From an optimization exercise on the open Yosys and OpenROAD flow, aimed at small area; shortcuts taken in it are not production practice. Function was not checked in any run shown here: the RTL went through the layout flow alone. No activity file was given, so power comes from the tool's default toggle rates.

## flow/config.mk

```make
export PLATFORM = sky130hd
export DESIGN_NAME = rst_cipher
export DESIGN_NICKNAME = rst_cipher
export VERILOG_FILES = /design/flow/design.v
export SDC_FILE = /design/flow/constraint.sdc
export NUM_CORES = 4
export LEC_CHECK = 0
export CAP_MARGIN = 0
export CORE_MARGIN = 2
export CORE_UTILIZATION = 35
export GPL_TIMING_DRIVEN = 0
export SLEW_MARGIN = 0
export SYNTH_HIERARCHICAL = 1
export SYNTH_MINIMUM_KEEP_SIZE = 0
```

## flow/constraint.sdc

```tcl
create_clock -name core_clock -period 6.0 [get_ports {clk}]
set_input_delay 1.2000 -clock core_clock [delete_from_list [all_inputs] [get_ports {clk}]]
set_output_delay 1.2000 -clock core_clock [all_outputs]
set_load 0.01 [all_outputs]
```

## flow/design.v

```verilog
module rst_cipher(
   input clk
  ,input rst_n
  ,input ptxt_valid
  ,input [11:0][7:0] key
  ,input [7:0] ptxt_char
  ,output [15:0] ctxt_str
  ,output reg ctxt_ready
  ,output reg err_invalid_ptxt_char
  ,output reg err_invalid_key
  ,output reg key_not_installed
);
  function automatic valid_char(input [7:0] c);
    valid_char = !c[7] && (c[6] ? (c[4:0] != 5'd0 && c[4:0] <= 5'd26)
                                : (c[5] && c[4] && c[3:0] <= 4'd9));
  endfunction
  function automatic [5:0] enc(input [7:0] c);
    enc[5] = c[4];
    enc[4] = !c[3] & c[6];
    enc[3] = c[6] ? c[0] : !c[1];
    enc[2] = c[6] ? c[1] : !c[2];
    enc[1] = c[6] ? c[2] : !c[3];
    enc[0] = c[6] ? c[5] : c[0];
  endfunction
  function automatic [5:0] rowcol(input [5:0] k);
    case (k)
      6'd16: rowcol = 6'b001010;
      6'd17: rowcol = 6'b001100;
      6'd18: rowcol = 6'b001001;
      6'd19: rowcol = 6'b001110;
      6'd20: rowcol = 6'b110000;
      6'd21: rowcol = 6'b110101;
      6'd22: rowcol = 6'b110010;
      6'd23: rowcol = 6'b110100;
      6'd24: rowcol = 6'b110001;
      6'd25: rowcol = 6'b110110;
      6'd33: rowcol = 6'b000000;
      6'd34: rowcol = 6'b000101;
      6'd35: rowcol = 6'b000010;
      6'd36: rowcol = 6'b000100;
      6'd37: rowcol = 6'b000001;
      6'd38: rowcol = 6'b000110;
      6'd39: rowcol = 6'b101000;
      6'd40: rowcol = 6'b101101;
      6'd41: rowcol = 6'b101010;
      6'd42: rowcol = 6'b101100;
      6'd43: rowcol = 6'b101001;
      6'd44: rowcol = 6'b101110;
      6'd45: rowcol = 6'b010000;
      6'd46: rowcol = 6'b010101;
      6'd47: rowcol = 6'b010010;
      6'd48: rowcol = 6'b010100;
      6'd49: rowcol = 6'b010001;
      6'd50: rowcol = 6'b010110;
      6'd51: rowcol = 6'b100000;
      6'd52: rowcol = 6'b100101;
      6'd53: rowcol = 6'b100010;
      6'd54: rowcol = 6'b100100;
      6'd55: rowcol = 6'b100001;
      6'd56: rowcol = 6'b100110;
      6'd57: rowcol = 6'b001000;
      6'd58: rowcol = 6'b001101;
      default: rowcol = 6'd0;
    endcase
  endfunction
  wire [11:0] kval;
  wire [11:0][5:0] kc;
  wire [11:0][5:0] ks;     
  wire [65:0][1:0] differ;
  genvar gi, gj;
  generate
    for (gi = 0; gi < 12; gi = gi + 1) begin : g_val
      assign kval[gi] = valid_char(key[gi]);
      assign kc[gi] = enc(key[gi]);
      assign ks[gi] = kc[gi] ^ 6'b010000;
    end
    for (gi = 0; gi < 12; gi = gi + 1) begin : g_a
      for (gj = gi + 1; gj < 12; gj = gj + 1) begin : g_b
        char_eq u_eq (
          .a(kc[gi]), .an(~kc[gi]), .b(kc[gj]), .bn(~kc[gj]),
          .ne(differ[gi * (23 - gi) / 2 + gj - gi - 1])
        );
      end
    end
  endgenerate
  reg distinct;
  integer p;
  always @(*) begin
    distinct = 1'b1;
    for (p = 0; p < 66; p = p + 1)
      distinct = distinct & (|differ[p]);
  end
  wire kv = (&kval) & distinct;
  wire pv = valid_char(ptxt_char);
  reg installed;
  reg rot2;                
  reg [1:0] rot3;          
  reg [5:0][5:0] trow;     
  reg [5:0][5:0] tcol;     
  reg [2:0] crow, ccol;    
  wire sub = pv & ptxt_valid & installed;
  wire [5:0] rc = rowcol({ptxt_char[6], ptxt_char[4:0]});
  always @(posedge clk or negedge rst_n)
    if (!rst_n) begin
      ctxt_ready <= 1'b0;
      err_invalid_key <= 1'b0;
      err_invalid_ptxt_char <= 1'b0;
      key_not_installed <= 1'b1;
      installed <= 1'b0;
      rot2 <= 1'b0;
      rot3 <= 2'd0;
    end else begin
      ctxt_ready <= sub;
      err_invalid_key <= !kv;
      err_invalid_ptxt_char <= !pv;
      key_not_installed <= !installed;
      if (kv) installed <= 1'b1;
      if (sub) begin
        rot2 <= !rot2;
        rot3 <= {rot3[0], !rot3[0] & !rot3[1]};
      end
    end
  always @(posedge clk) begin
    if (!installed) begin
      trow <= {ks[5], ks[7], ks[3], ks[9], ks[1], ks[11]};
      tcol <= {ks[4], ks[6], ks[2], ks[8], ks[0], ks[10]};
    end
    crow <= rc[5:3];
    ccol <= rc[2:0];
  end
  ctxt_out u_out (
    .trow(trow), .tcol(tcol), .crow(crow), .ccol(ccol), .rot2(rot2), .rot3(rot3),
    .rdy(ctxt_ready),
    .ctxt_str(ctxt_str)
  );
endmodule
module char_eq (
   input [5:0] a
  ,input [5:0] an
  ,input [5:0] b
  ,input [5:0] bn
  ,output [1:0] ne
);
  wire [5:0] same = ~((a | b) & (an | bn));
  assign ne = {~&same[5:3], ~&same[2:0]};
endmodule
module ctxt_out (
   input [5:0][5:0] trow
  ,input [5:0][5:0] tcol
  ,input [2:0] crow
  ,input [2:0] ccol
  ,input rot2
  ,input [1:0] rot3
  ,input rdy
  ,output [15:0] ctxt_str
);
  function automatic [1:0] sub3(input [1:0] a, input [1:0] b);
    case ({a, b})
      4'b0000, 4'b0101, 4'b1010: sub3 = 2'd0;
      4'b0100, 4'b1001, 4'b0010: sub3 = 2'd1;
      default:                   sub3 = 2'd2;
    endcase
  endfunction
  function automatic [5:0] lines(input [2:0] a, input k2, input [1:0] k3,
                                 input en);
    reg e;
    reg [1:0] s;
    integer p;
    e = a[2] ^ k2;
    s = sub3(a[1:0], k3);
    for (p = 0; p < 6; p = p + 1)
      lines[p] = en & (e != p[0]) & (s == (p % 3 + 2) % 3);
  endfunction
  function automatic [5:0] sel(input [5:0][5:0] t, input [5:0] l);
    integer i;
    sel = 6'd0;
    for (i = 0; i < 6; i = i + 1)
      sel = sel | (t[i] & {6{l[i]}});
  endfunction
  function automatic [7:0] dec(input [5:0] t, input en);
    reg dig;
    dig = t[5] & t[4] & (t[1] | (t[2] & t[3]));
    dec = dig ? {4'b0011, !t[1], !t[2], !t[3], t[0]}
              : {1'b0, en, t[0], t[5], t[4], t[1], t[2], t[3]};
  endfunction
  assign ctxt_str = {dec(sel(trow, lines(crow, rot2, rot3, rdy)), rdy),
                     dec(sel(tcol, lines(ccol, rot2, rot3, rdy)), rdy)};
endmodule
```

## flow/flow/run.sh

```bash
#!/bin/bash
# Layout flow: the standard ORFS flow with two changes:
#  - synthesis maps with an area-oriented ABC script (flow/abc.script)
#  - port buffers are sky130_fd_sc_hd__buf_1 cells
#  - clock tree: small clock buffers, no dummy loads
set -uo pipefail
W=$(pwd)
export MY_ABC_SCRIPT=$W/flow/abc.script
export CTS_ARGS="-sink_clustering_enable -repair_clock_nets -dont_use_dummy_load -buf_list sky130_fd_sc_hd__clkbuf_4 -root_buf sky130_fd_sc_hd__clkbuf_8"
make -C "$FLOW_HOME" DESIGN_CONFIG="$FLOW_CONFIG" WORK_HOME="$W/orfs" \
  CLKGATE_MAP_FILE= SYNTH_SCRIPT="$W/flow/synth.tcl" \
  BUFFER_PORTS_ARGS="-buffer_cell sky130_fd_sc_hd__buf_1" \
  finish > "$W/make.log" 2>&1
status=$?
R=$W/orfs/results/$FLOW_PLATFORM/rst_cipher/base
if [[ -f $R/6_final.odb ]]; then
  : # left out here: write the final layout as DEF
fi
exit $status
```

## flow/flow/abc.script

```
&get -n
&st
&dch -f
&nf -a -R 1000
&put
topo
```

## flow/flow/synth.tcl

```tcl
# The standard flow's synthesis (synth_recipe.tcl), except that technology mapping runs
# the ABC script in MY_ABC_SCRIPT (area-oriented, no buffering or sizing)
proc synth {args} { yosys synth -nofsm -noshare {*}$args }
proc abc {args} {
  set i [lsearch -exact $args -script]
  if {$i >= 0 && [info exists ::env(MY_ABC_SCRIPT)]} {
    lset args [expr {$i + 1}] $::env(MY_ABC_SCRIPT)
  }
  puts "abc with: $args"
  yosys abc {*}$args
}
source $::env(SCRIPTS_DIR)/synth.tcl
# left out here: clear keep_hierarchy, flatten, clean up, hide names made inside functions, write 1_2_yosys.v
```

## flow/standard.sh

```bash
#!/bin/bash
# synth_recipe.tcl (not shown) runs the flow's synth.tcl, then flattens the netlist and writes it again
# the make line also repeats each setting of config.mk as NAME=value (left out here)
make -C /OpenROAD-flow-scripts/flow DESIGN_CONFIG=/design/flow/config.mk WORK_HOME=/design/flow/orfs CLKGATE_MAP_FILE= SYNTH_SCRIPT=/design/flow/synth_recipe.tcl "${@:-finish}"
```

==> flow_summary.toml, run 1 <==
[status]
status = "finished with violations"
check.faults = "capacitance limit, slew limit"

[sta]
hold_violations = 0
fmax_mhz = 196
final.setup.worst_slack_ns = 0.899
max_slew.worst_pin.slew_ns = 1.56
finalSetupViolCount = 0
finalClockSkew_ns = 0.0270
finalMaxSlewViolations = 27
min_period_ns = 5.10
rsz0062_at_grt = "false"
fin_crit_sh = 0.850
relSlewSlack = -0.0730
setup_tns_ns = 0

[synthesis]
synth_commonest_cells = "o22ai_1, nand3_1, clkinv_1"
synth.distinct_cells = 40
syn_inst = 1118
synth_most_common_cell = "o22ai_1"
yosysTopAreaCell = "o22ai_1"
yosysSeqAreaShare = 0.299
synth.cell_area_sq_um = 8300
synth_area_leaders = "o22ai_1, edfxtp_1, nand3_1"
ys_async_sr_fraction = 0.0930
yosysTopAreaCellShare = 0.323
yosys_most_used_dff = "edfxtp_1"
synth_edf_count = 72
ys_ff_latch = 86
syn_avg_cell_area_sq_um = 7.43
ys_warn_count = 8

[setup_path]
path_cells = "buf_1 > mux2i_1 > clkinv_1 > o22ai_1 > nand3_1 > o22ai_1 > nor2_1 > nand4_1 > nor4_1 > nand4_1 > or4_1 > nand2_1"
worst-path-buf-inv = 2
worstPathRequired_ns = 6.22
end_kind = "flop"
critPathTopFamily = "buffers and inverters"
crit_path_top_delay_cell = "mux2i_1"
cp.arrival_ns = 5.33
crit_path_max_incr_delay_ns = 1.29
critPathMaxFanout = 12
path_class = "primary input to flop"
startpoint_type = "primary input"

[grt]
grt_pass1_wl_mm = 64.7
grt_overflow_total = 0
track_usage = 0.345
grt_max_degree = 58
grt_pass1_vias = 10700
antenna_found_initial = 1

[layout]
fill_cells = 2533
ff_latch_area_sq_um = 2480
n_antenna_cell = 0
num-nets-final = 1385
area_growth_pct = 14.1
finalNonFillerCells = 1591
drive_gt1_frac = 0.0259
multi_input_area_sq_um = 5480
utilization = 0.405

[clock_network]
post-cts-setup-buffers = 0
htreeDepth = 3
cts_resized = 0
clk_pin_slew_ns = 0.07
cts_hold_buf = 0
clockBufferDepth = 2
cts_tree = "done"
cts.sinks = 86
root_buffer = "clkbuf_8"
clk_latency_ns = 0.37
cts_inserted_buffers = 9

[drt]
vias = 11900
drcViolationCount = 0
vias_per_cell = 7.45
firstDrtPassIters = 10
routed_wl_mm = 44.5
drtAntennaViolNets = 0
wl_per_cell_um = 27.9
first_iter_violations = 2606

[placement]
place_hpwl_mm = 30.7
io_buffers = 124
dp_slack_ns = 1.06
finalWeightedCongestion = 1.04
placed_cells = 1581

[power_and_ir_drop]
p_leak_nw = 2.73
vdd_drop_max_mv = 0.0998
powerDensity_nw_per_um2 = 201
total_power_mw = 1.91

[floorplan]
die_area_sq_um = 25000
pin_count = 127
start_util = 0.355
die_w_um = 158
die_h_um = 158
fp.coreArea_sq_um = 23400
row_count = 56

[min_path]
holdCritPathClass = "flop to flop"

[job]
drv_cap = 5
## stage by stage
step | hold WS (ns) | cell area (sq um)
finish | 0.526 | 9470
global route | 0.544 | 9470
CTS | 0.531 | 9460
detailed placement | 0.524 | 9340
global placement | 0.523 | 9170
floorplan | 0.499 | 8310
## flip-flops by register name (all words and copies together) (netlist names)
register and flops:
tcol 36, ccol 3, rot2 1, rot3 2, err_invalid_ptxt_char 1, key_not_installed 1
installed 1, trow 36, ctxt_ready 1, crow 3, err_invalid_key 1
## worst paths after layout
kind / from / to / slack, ns / cells after the start
hold reg to reg: rot2 / rot2 / 0.53 / 1
max in group asynchronous: rst_n / key_not_installed / 4.94 / 1
setup / recovery: key[86] / installed / 0.90 / 12
hold / removal: rot2 / rot2 / 0.53 / 1
setup reg to reg: installed / trow[29] / 4.68 / 2
min in group asynchronous: rst_n / err_invalid_ptxt_char / 0.74 / 1
## per-layer routing
metal	routed length (um)	vias up	share of wire	track usage
met5	0	-	0	0
met4	3770	0	0.085	0.232
met3	6760	305	0.15	0.0966
met2	17500	1208	0.39	0.496
met1	16400	5316	0.37	0.450
li1	-	5025	-	-
## area by class of cell
type,count,share of cell area
plain buffers,2,0.00159
clock buffers,9,0.0131
inverters,87,0.0346
multi-input cells,944,0.579
flip-flops and latches,86,0.262
well taps,319,0.0422
repair buffers,144,0.0675
## cells in the final DEF (no fill, tap or decap), types with 3 or more instances in the layout
cell type,Yosys,final
buf_4,2,20
a22o_1,8,8
a21oi_1,41,41
nand3_1,134,134
nor3_1,11,11
clkinv_1,87,86
nand2b_1,22,22
clkbuf_8,0,9
ha_1,4,4
o21ai_1,0,18
mux2i_1,12,12
o21ai_0,40,22
o211ai_1,3,3
a22oi_1,3,3
nor2_1,75,75
buf_1,0,124
nand4_1,7,7
edfxtp_1,72,72
a211oi_1,3,3
a221oi_1,3,3
or4_1,7,7
dfxtp_1,6,6
nor4_1,15,15
a222oi_1,21,21
and2_0,5,5
o22ai_1,429,429
a21o_1,9,9
dfrtp_1,7,7
nand2_1,73,73
## per-module statistics from Yosys, one instance, submodules excluded
module | cells inside | copies in the design | cell area [sq um]
char_eq | 8 | 66 | 47.5
rst_cipher | 479 | 1 | 4510
ctxt_out | 111 | 1 | 651
## power by group
| part | internal [mW] | switching [mW] |
|---|---|---|
| Clock | 0.134 | 0.176 |
| Sequential | 0.664 | 0.0211 |
| Combinational | 0.281 | 0.630 |
| Total | 1.08 | 0.827 |
## logic make-up after synthesis
group	after synthesis	share of synthesized area
AOI/OAI and AO/OA	569	0.434
xor gates and xnor gates	3	0.00317
adders and majority gates	4	0.00603
buffers and inverters	89	0.0411
DFF	86	0.299
muxes	12	0.0145
other	1	0.000452
and+or+nand+nor	354	0.202
==> run 2, diff against run 1 <==
--- a/flow/config.mk
+++ b/flow/config.mk
@@ -6,9 +6,9 @@
 export NUM_CORES = 4
 export LEC_CHECK = 0
-export CAP_MARGIN = 0
+export CAP_MARGIN = 20
 export CORE_MARGIN = 2
 export CORE_UTILIZATION = 35
 export GPL_TIMING_DRIVEN = 0
-export SLEW_MARGIN = 0
+export SLEW_MARGIN = 10
 export SYNTH_HIERARCHICAL = 1
 export SYNTH_MINIMUM_KEEP_SIZE = 0
==> flow_summary.toml, run 2 <==
[status]
status = "finished clean"

[floorplan]
die_area_sq_um = 25000
start_util = 0.355
die_h_um = 158
fp.coreArea_sq_um = 23400
row_count = 56
die_w_um = 158
pin_count = 127

[setup_path]
ff2ff_path_depth = 2
startpoint_type = "primary input"
critPathMaxFanout = 12
path_class = "primary input to flop"
end_kind = "flop"
crit_path_max_incr_delay_ns = 0.96
path_cells = "buf_1 > mux2i_1 > clkinv_1 > o22ai_1 > nand3_1 > o22ai_1 > nor2_1 > nand4_1 > nor4_1 > nand4_1 > or4_1 > nand2_1"
cp.arrival_ns = 4.82
crit_path_top_delay_cell = "mux2i_1"
worst-path-buf-inv = 2
critPathTopFamily = "buffers and inverters"
worstPathRequired_ns = 6.19
cp.depth = 12

[min_path]
holdCritPathClass = "flop to flop"
holdPathStages = 1

[layout]
finalNonFillerCells = 1606
fin_area_sq_um = 9600
mostFrequentLayoutCells = "o22ai_1, nand3_1, buf_1"
final_common_cell = "o22ai_1"
drive_gt1_frac = 0.0404
utilization = 0.410
reg_top3 = "tcol x36, trow x36"
area_growth_pct = 15.6
num-nets-final = 1399
fill_cells = 2516

[sta]
final.setup.worst_slack_ns = 1.38
finalSetupViolCount = 0
min_period_ns = 4.62
rsz0062_at_grt = "false"
max_slew.worst_pin.slew_ns = 1.27
fin_crit_sh = 0.771
finalMaxSlewViolations = 0
fmax_mhz = 216
holdWs_ns = 0.531
hold_violations = 0
setup_tns_ns = 0
finalClockSkew_ns = 0.0271
relSlewSlack = 0.156

[clock_network]
root_buffer = "clkbuf_8"
cts_resized = 0
cts_hold_buf = 0
post-cts-setup-buffers = 0
clockBufferDepth = 2
htreeDepth = 3
clk_latency_ns = 0.36
cts_tree = "done"
cts_inserted_buffers = 9
cts.sinks = 86
clk_pin_slew_ns = 0.07

[drt]
routed_wl_mm = 44.1
drtAntennaViolNets = 0
firstDrtPassIters = 9
vias_per_cell = 7.46
drcViolationCount = 0
first_iter_violations = 2664
vias = 12000
wl_per_cell_um = 27.4

[synthesis]
syn_avg_cell_area_sq_um = 7.43
yosysSeqAreaShare = 0.299
synth.distinct_cells = 40
yosysTopAreaCellShare = 0.323
ys_async_sr_fraction = 0.0930
ys_warn_count = 8
synth_commonest_cells = "o22ai_1, nand3_1, clkinv_1"
synth_area_leaders = "o22ai_1, edfxtp_1, nand3_1"
yosys_most_used_dff = "edfxtp_1"
synth_edf_count = 72
ys_ff_latch = 86
synth.cell_area_sq_um = 8300
syn_inst = 1118
synth_most_common_cell = "o22ai_1"
yosysTopAreaCell = "o22ai_1"

[power_and_ir_drop]
total_power_mw = 1.91
p_leak_nw = 2.80
vdd_drop_max_mv = 0.0919
powerDensity_nw_per_um2 = 199

[grt]
use_met1 = 0.444
antenna_found_initial = 0
track_usage = 0.344
use_met3 = 0.0950
grt_max_degree = 43
grt_pass1_wl_mm = 64.8
busiest_layer = "met2"
grt_overflow_total = 0
grt_pass1_vias = 10800
grtUsageMet2 = 0.496

[job]
drv_cap = 0

[placement]
place_hpwl_mm = 31.0
placed_area_sq_um = 9410
placed_cells = 1590
io_buffers = 124
finalWeightedCongestion = 1.04
dp_slack_ns = 1.07
run 2: cell counts after synthesis:
Identical to the previous run, type by type.
run 2: power by group:
group / switching, mW / internal (mW) / leakage (nW)
logic: 0.631 / 0.290 / 1.94
registers: 0.0209 / 0.664 / 0.794
clock network: 0.167 / 0.134 / 0.0647
total: 0.819 / 1.09 / 2.80
run 2: path summary, 6_finish.rpt:
path | from | endpoint | slack, ns
setup reg to reg | installed | trow[19] | 4.37
setup / recovery | key[22] | installed | 1.38
hold reg to reg | rot2 | rot2 | 0.53
min in group asynchronous | rst_n | rot2 | 0.76
max in group asynchronous | rst_n | key_not_installed | 4.92
hold / removal | rot2 | rot2 | 0.53
run 2: metal layers:
metal	routed length, um	share of wire
met1	16200	0.37
met2	17600	0.40
met3	6610	0.15
met4	3530	0.080
met5	40	0.00091
run 2: logic make-up after synthesis:
family                     count (synthesis)  synth area share
buffers and inverters                     89            0.0411
and+or+nand+nor                          354             0.202
DFF                                       86             0.299
muxes                                     12            0.0145
other                                      1          0.000452
adders and majority gates                  4           0.00603
xor gates and xnor gates                   3           0.00317
AOI/OAI and AO/OA                        569             0.434
run 2: per-module statistics from Yosys (local to each module, per instance):
module	cell area [sq um]	flip-flops and latches	cells	copies in the design
char_eq	47.5	0	8	66
ctxt_out	651	0	111	1
rst_cipher	4510	86	479	1
run 2: layout make-up:
cell class	count	area, sq um	area share
Multi-Input combinational cell	944	5500	0.573
Sequential cell	86	2480	0.259
Timing Repair Buffer	158	744	0.0776
Tap cell	319	399	0.0416
Inverter	87	328	0.0342
Clock buffer	9	124	0.0129
Buffer	2	15.0	0.00156
Antenna cell	1	2.50	0.000261
==> run 3, diff against run 2 <==
--- a/flow/config.mk
+++ b/flow/config.mk
@@ -8,7 +8,7 @@
 export CAP_MARGIN = 20
 export CORE_MARGIN = 2
-export CORE_UTILIZATION = 35
+export CORE_UTILIZATION = 50
 export GPL_TIMING_DRIVEN = 0
-export SLEW_MARGIN = 10
+export SLEW_MARGIN = 20
 export SYNTH_HIERARCHICAL = 1
 export SYNTH_MINIMUM_KEEP_SIZE = 0
==> flow_summary.toml, run 3 <==
[status]
status = "finished clean"

[synthesis]
synth_edf_count = 72
ys_async_sr_fraction = 0.0930
yosysSeqAreaShare = 0.299
synth.distinct_cells = 40
synth_xor_area_frac = 0.00317
synth.cell_area_sq_um = 8300
synth_top_family_by_area = "compound AO/OA/AOI/OAI gates"
ys_warn_count = 8
yosys_most_used_dff = "edfxtp_1"
synth_compound_area_frac = 0.434
yosysTopAreaCell = "o22ai_1"
synth_area_leaders = "o22ai_1, edfxtp_1, nand3_1"
synth-simple-area-share = 0.202
syn_avg_cell_area_sq_um = 7.43
synth_most_common_cell = "o22ai_1"
synthMuxAreaShare = 0.0145
synth-adder-area-share = 0.00603
synth_commonest_cells = "o22ai_1, nand3_1, clkinv_1"
syn_inst = 1118
yosysTopAreaCellShare = 0.323
ys_ff_latch = 86

[placement]
dp_slack_ns = 1.30
place_hpwl_mm = 28.4
finalWeightedCongestion = 1.07
placed_area_sq_um = 9250
io_buffers = 124
placed_cells = 1475

[power_and_ir_drop]
powerDensity_nw_per_um2 = 202
p_leak_nw = 2.69
total_power_mw = 1.90
vdd_drop_max_mv = 0.124

[drt]
wl_met2_mm = 16.3
firstDrtPassIters = 13
routed_wl_mm = 42.4
wl_met1_mm = 14.7
vias_per_cell = 7.98
wl_per_cell_um = 28.6
first_iter_violations = 2476
drtAntennaViolNets = 0
vias = 11900
drcViolationCount = 0
wl_met3_mm = 6.79
highest_layer = "met5"

[floorplan]
row_count = 47
die_h_um = 133
pin_count = 127
fp.coreArea_sq_um = 16400
die_area_sq_um = 17700
die_w_um = 133
start_util = 0.506

[sta]
final.setup.worst_slack_ns = 1.21
max_slew.worst_pin.slew_ns = 1.26
holdWs_ns = 0.531
fmax_mhz = 209
fin_crit_sh = 0.799
finalClockSkew_ns = 0.0281
finalMaxSlewViolations = 0
hold_violations = 0
relSlewSlack = 0.162
setup_tns_ns = 0
min_period_ns = 4.79
rsz0062_at_grt = "false"
finalSetupViolCount = 0

[clock_network]
htreeDepth = 3
cts.sinks = 86
cts_hold_buf = 0
cts_tree = "done"
root_buffer = "clkbuf_8"
cts_inserted_buffers = 9
post-cts-setup-buffers = 0
cts_resized = 0
clockBufferDepth = 2
clk_latency_ns = 0.35
clk_pin_slew_ns = 0.08

[layout]
drive_gt1_frac = 0.0411
ff_latch_area_sq_um = 2480
final_common_cell = "o22ai_1"
fin_area_sq_um = 9380
finalNonFillerCells = 1486
area_growth_pct = 13.0
reg_top3 = "tcol x36, trow x36"
mostFrequentLayoutCells = "o22ai_1, nand3_1, buf_1"
fill_cells = 1603
utilization = 0.572
multi_input_area_sq_um = 5580
num-nets-final = 1377

[grt]
antenna_found_initial = 1
grt_max_degree = 75
grt_pass1_vias = 10600
track_usage = 0.468
grt_pass1_wl_mm = 63.0
grt_overflow_total = 0

[setup_path]
r2r_end = "trow[27]"
critPathMaxFanout = 9
end_kind = "primary output"
r2r_slack_ns = 4.62
cp.arrival_ns = 3.59
path_class = "flop to primary output"
r2r-start = "installed"
ff2ff_path_depth = 1
worstPathRequired_ns = 4.80
critPathLaunch = "rot3[0]"
startpoint_type = "flop"

[min_path]
holdCritPathClass = "flop to flop"
hold_start = "rot2"
holdPathStages = 1
worstHoldEndpoint = "rot2"

[job]
drv_cap = 0
[run 3: cell types whose count changed in the layout (fill, tap and decap cells not counted), sizes merged]
| cell | delta |
|---|---|
| buf | -22 |
| diode | +1 |
[run 3: report_power, final]
| part | internal (mW) | leakage [nW] | switching [mW] | total (mW) |
|---|---|---|---|---|
| combinational | 0.281 | 1.83 | 0.629 | 0.910 |
| clock | 0.134 | 0.0647 | 0.171 | 0.305 |
| sequential | 0.664 | 0.794 | 0.0210 | 0.685 |
[run 3: kinds of logic (layout without fill, tap and decap cells)]
group,after synthesis,in the layout
flip-flops,86,86
XOR/XNOR,3,3
multiplexers,12,12
adder cells (fa/ha/maj),4,4
AND/OR/NAND/NOR,354,354
AO/OA/AOI/OAI,569,569
buffers and inverters,89,234
other,1,4
[run 3: per-layer routing]
| metal | GRT usage | vias up |
|---|---|---|
| met3 | 0.164 | 371 |
| met5 | 0.00833 | - |
| met4 | 0.366 | 4 |
| met1 | 0.590 | 5181 |
| met2 | 0.648 | 1291 |
| li1 | - | 5018 |
[run 3: modules after synthesis, one instance, submodules excluded]
module      cells inside  times used  cell area [sq um]
char_eq                8          66               47.5
ctxt_out             111           1                651
rst_cipher           479           1               4510
[run 3: layout make-up]
type | instances | share of cell area
antenna | 2 | 0.000533
buffer | 2 | 0.00160
clock buffer | 9 | 0.0132
inverter | 87 | 0.0353
multi-input combinational | 944 | 0.595
sequential | 86 | 0.265
tap | 220 | 0.0293
timing repair buffer | 136 | 0.0604
[run 3: worst max-delay path by stage]
stage / end / cells after the start
floorplan: ctxt_str[0] / 11
global placement: installed / 12
detailed placement: installed / 13
CTS: ctxt_str[0] / 12
global route: ctxt_str[0] / 12
finish: ctxt_str[0] / 12
[run 3: worst max-delay path, cell delays in order, from the launching register on]
cell	delay [ns]
dfrtp_1	0.49
nand2b_1	0.22
nor2_1	0.07
nor3_1	0.40
nand2_1	0.14
nor2_1	0.38
a222oi_1	0.19
and2_0	0.23
nor2_1	0.14
a21boi_0	0.54
nor2_1	0.11
a21oi_1	0.16
buf_1	0.17
==> run 4, diff against run 3 <==
--- a/flow/flow/run.sh
+++ b/flow/flow/run.sh
@@ -7,5 +7,5 @@
 W=$(pwd)
 export MY_ABC_SCRIPT=$W/flow/abc.script
-export CTS_ARGS="-sink_clustering_enable -repair_clock_nets -dont_use_dummy_load -buf_list sky130_fd_sc_hd__clkbuf_4 -root_buf sky130_fd_sc_hd__clkbuf_8"
+export CTS_ARGS="-sink_clustering_enable -repair_clock_nets -dont_use_dummy_load -buf_list sky130_fd_sc_hd__clkbuf_8 -root_buf sky130_fd_sc_hd__clkbuf_8 -sink_clustering_size 24 -sink_clustering_max_diameter 120"
 make -C "$FLOW_HOME" DESIGN_CONFIG="$FLOW_CONFIG" WORK_HOME="$W/orfs" \
   CLKGATE_MAP_FILE= SYNTH_SCRIPT="$W/flow/synth.tcl" \
--- a/flow/config.mk
+++ b/flow/config.mk
@@ -8,5 +8,5 @@
 export CAP_MARGIN = 20
 export CORE_MARGIN = 2
-export CORE_UTILIZATION = 50
+export CORE_UTILIZATION = 35
 export GPL_TIMING_DRIVEN = 0
 export SLEW_MARGIN = 20
==> flow_summary.toml, run 4 <==
[layout]
area_growth_pct = 14.7
fill_cells = 2471
reg_top3 = "tcol x36, trow x36"
num-nets-final = 1381
drive_gt1_frac = 0.0426
n_antenna_cell = 0
final_common_cell = "o22ai_1"
mostFrequentLayoutCells = "o22ai_1, nand3_1, buf_1"

[placement]
io_buffers = 124
place_hpwl_mm = 30.5
dp_slack_ns = 1.08
finalWeightedCongestion = 1.04

[status]
status = "finished clean"

[sta]
setup_tns_ns = 0
finalClockSkew_ns = 0.0233
rsz0062_at_grt = "false"
final.setup.worst_slack_ns = 1.32
finalMaxSlewViolations = 0
relSlewSlack = 0.166
finalSetupViolCount = 0
hold_violations = 0
max_slew.worst_pin.slew_ns = 1.25
min_period_ns = 4.68
fmax_mhz = 214
fin_crit_sh = 0.780

[clock_network]
cts_tree = "done"
root_buffer = "clkbuf_8"
cts_hold_buf = 0
cts_inserted_buffers = 9
htreeDepth = 3
cts_resized = 0
clockBufferDepth = 2
clk_pin_slew_ns = 0.07
post-cts-setup-buffers = 0
clk_latency_ns = 0.35
cts.sinks = 86

[synthesis]
synth_commonest_cells = "o22ai_1, nand3_1, clkinv_1"
syn_inst = 1118
synth_most_common_cell = "o22ai_1"
yosysTopAreaCell = "o22ai_1"
ys_ff_latch = 86
ys_warn_count = 8
synth_edf_count = 72
synth_area_leaders = "o22ai_1, edfxtp_1, nand3_1"
ys_async_sr_fraction = 0.0930
synth.cell_area_sq_um = 8300
yosys_most_used_dff = "edfxtp_1"
synth.distinct_cells = 40
yosysTopAreaCellShare = 0.323
yosysSeqAreaShare = 0.299
syn_avg_cell_area_sq_um = 7.43

[grt]
antenna_found_initial = 1
grt_pass1_vias = 10700
grt_max_degree = 75
track_usage = 0.348
grt_pass1_wl_mm = 65.7
grt_overflow_total = 0

[drt]
drtAntennaViolNets = 0
wl_per_cell_um = 27.9
vias_per_cell = 7.40
firstDrtPassIters = 9
vias = 11700
drcViolationCount = 0
routed_wl_mm = 44.3
first_iter_violations = 2775

[job]
drv_cap = 0

[power_and_ir_drop]
p_leak_nw = 2.71
powerDensity_nw_per_um2 = 200
vdd_drop_max_mv = 0.0927

[floorplan]
die_h_um = 158
row_count = 56
die_w_um = 158
pin_count = 127
start_util = 0.355
fp.coreArea_sq_um = 23400
die_area_sq_um = 25000

[setup_path]
r2r_slack_ns = 4.63
cp.arrival_ns = 4.93
end_kind = "flop"
critPathMaxFanout = 13
startpoint_type = "primary input"
worstPathRequired_ns = 6.26
path_class = "primary input to flop"

[min_path]
holdCritPathClass = "flop to flop"
run 4: critical path, stage by stage:
cell      delay (ns)
buf_1           0.36
nand2b_1        0.70
clkinv_1        0.55
o22ai_1         0.15
nand3_1         0.17
o22ai_1         0.10
nor2_1          0.16
nand4_1         0.11
nor4_1          0.53
nand4_1         0.16
or4_1           0.60
nand2_1         0.12
run 4: path summary, 6_finish.rpt:
| check | start | to | cells after the start |
|---|---|---|---|
| min | rot2 | rot2 | 1 |
| max | key[86] | installed | 12 |
| min reg2reg | rot2 | rot2 | 1 |
| min in group asynchronous | rst_n | err_invalid_ptxt_char | 1 |
| max reg2reg | installed | trow[19] | 1 |
| max in group asynchronous | rst_n | key_not_installed | 1 |
run 4: power breakdown:
group / internal (mW) / leakage, nW / switching (mW)
clock network: 0.134 / 0.0647 / 0.171
logic: 0.283 / 1.85 / 0.631
registers: 0.664 / 0.794 / 0.0214
total: 1.08 / 2.71 / 0.823
run 4: final cells by class:
cell class	instances	area, sq um	share of cell area
multi-input cells	944	5570	0.585
plain buffers	2	15.0	0.00158
clock buffers	9	124	0.0130
repair buffers	140	598	0.0628
flip-flops and latches	86	2480	0.261
inverters	87	332	0.0348
well taps	319	399	0.0419
run 4: cell families (layout without fill, tap and decap cells):
group | Yosys count | after routing | share of synthesized area
other | 1 | 2 | 0.000452
flip-flops | 86 | 86 | 0.299
multiplexers | 12 | 12 | 0.0145
buffers and inverters | 89 | 238 | 0.0411
adder cells (fa/ha/maj) | 4 | 4 | 0.00603
AO/OA/AOI/OAI | 569 | 569 | 0.434
XOR/XNOR | 3 | 3 | 0.00317
AND/OR/NAND/NOR | 354 | 354 | 0.202
run 4: per-module statistics from Yosys, one instance, submodules excluded:
module	cells	flops+latches	cell area, sq um
rst_cipher	479	86	4510
ctxt_out	111	0	651
char_eq	8	0	47.5
run 4: through the flow:
| step | cells | hold slack [ns] | power (mW) | utilization | area [sq um] |
|---|---|---|---|---|---|
| floorplan | 1119 | 0.499 | 1.23 | - | 8310 |
| global placement | 1562 | 0.523 | 1.53 | 0.392 | 9170 |
| detailed placement | 1576 | 0.525 | 1.56 | 0.400 | 9360 |
| CTS | 1585 | 0.532 | 1.86 | 0.405 | 9480 |
| global route | 1587 | 0.555 | 1.99 | 0.407 | 9520 |
| finish | 1587 | 0.526 | 1.90 | 0.407 | 9520 |
run 4: metal layers:
| metal | global-route usage | share of wire |
|---|---|---|
| met5 | 0 | 0 |
| met4 | 0.236 | 0.080 |
| met3 | 0.0917 | 0.15 |
| met2 | 0.494 | 0.40 |
| met1 | 0.461 | 0.37 |

[afterwards: timing with drivers on the ports]
Ports are ideal in the flow. The routed layouts listed here were re-timed in OpenROAD.
Step 1 sets driving cells, clkbuf_16 on the clock port and buf_2 on the other inputs (assumed; they add their load-dependent delay and slew).
Step 2 moves the port delays by t, midway between the first and last clock arrival at a register: inputs arrive t later, outputs are due t later. That takes back most of the time a late clock gives input paths.
Three values: no drivers, after step 1, after step 2; two values: the first two.
run | shift t [ns] | setup slack, ns | pins driven straight from the clock port
run 1 | 0.384 | 0.899 / 0.910 / 0.526 | 1
run 2 | 0.366 | 1.375 / 1.379 / 1.013 | 1
run 3 | 0.371 | 1.206 / 1.172 / 1.062 | 1
run 4 | 0.367 | 1.321 / 1.334 / 0.966 | 1
The setup slack of run 1, which loses most, moves by +0.011 ns with the drivers and by -0.373 ns with both steps.
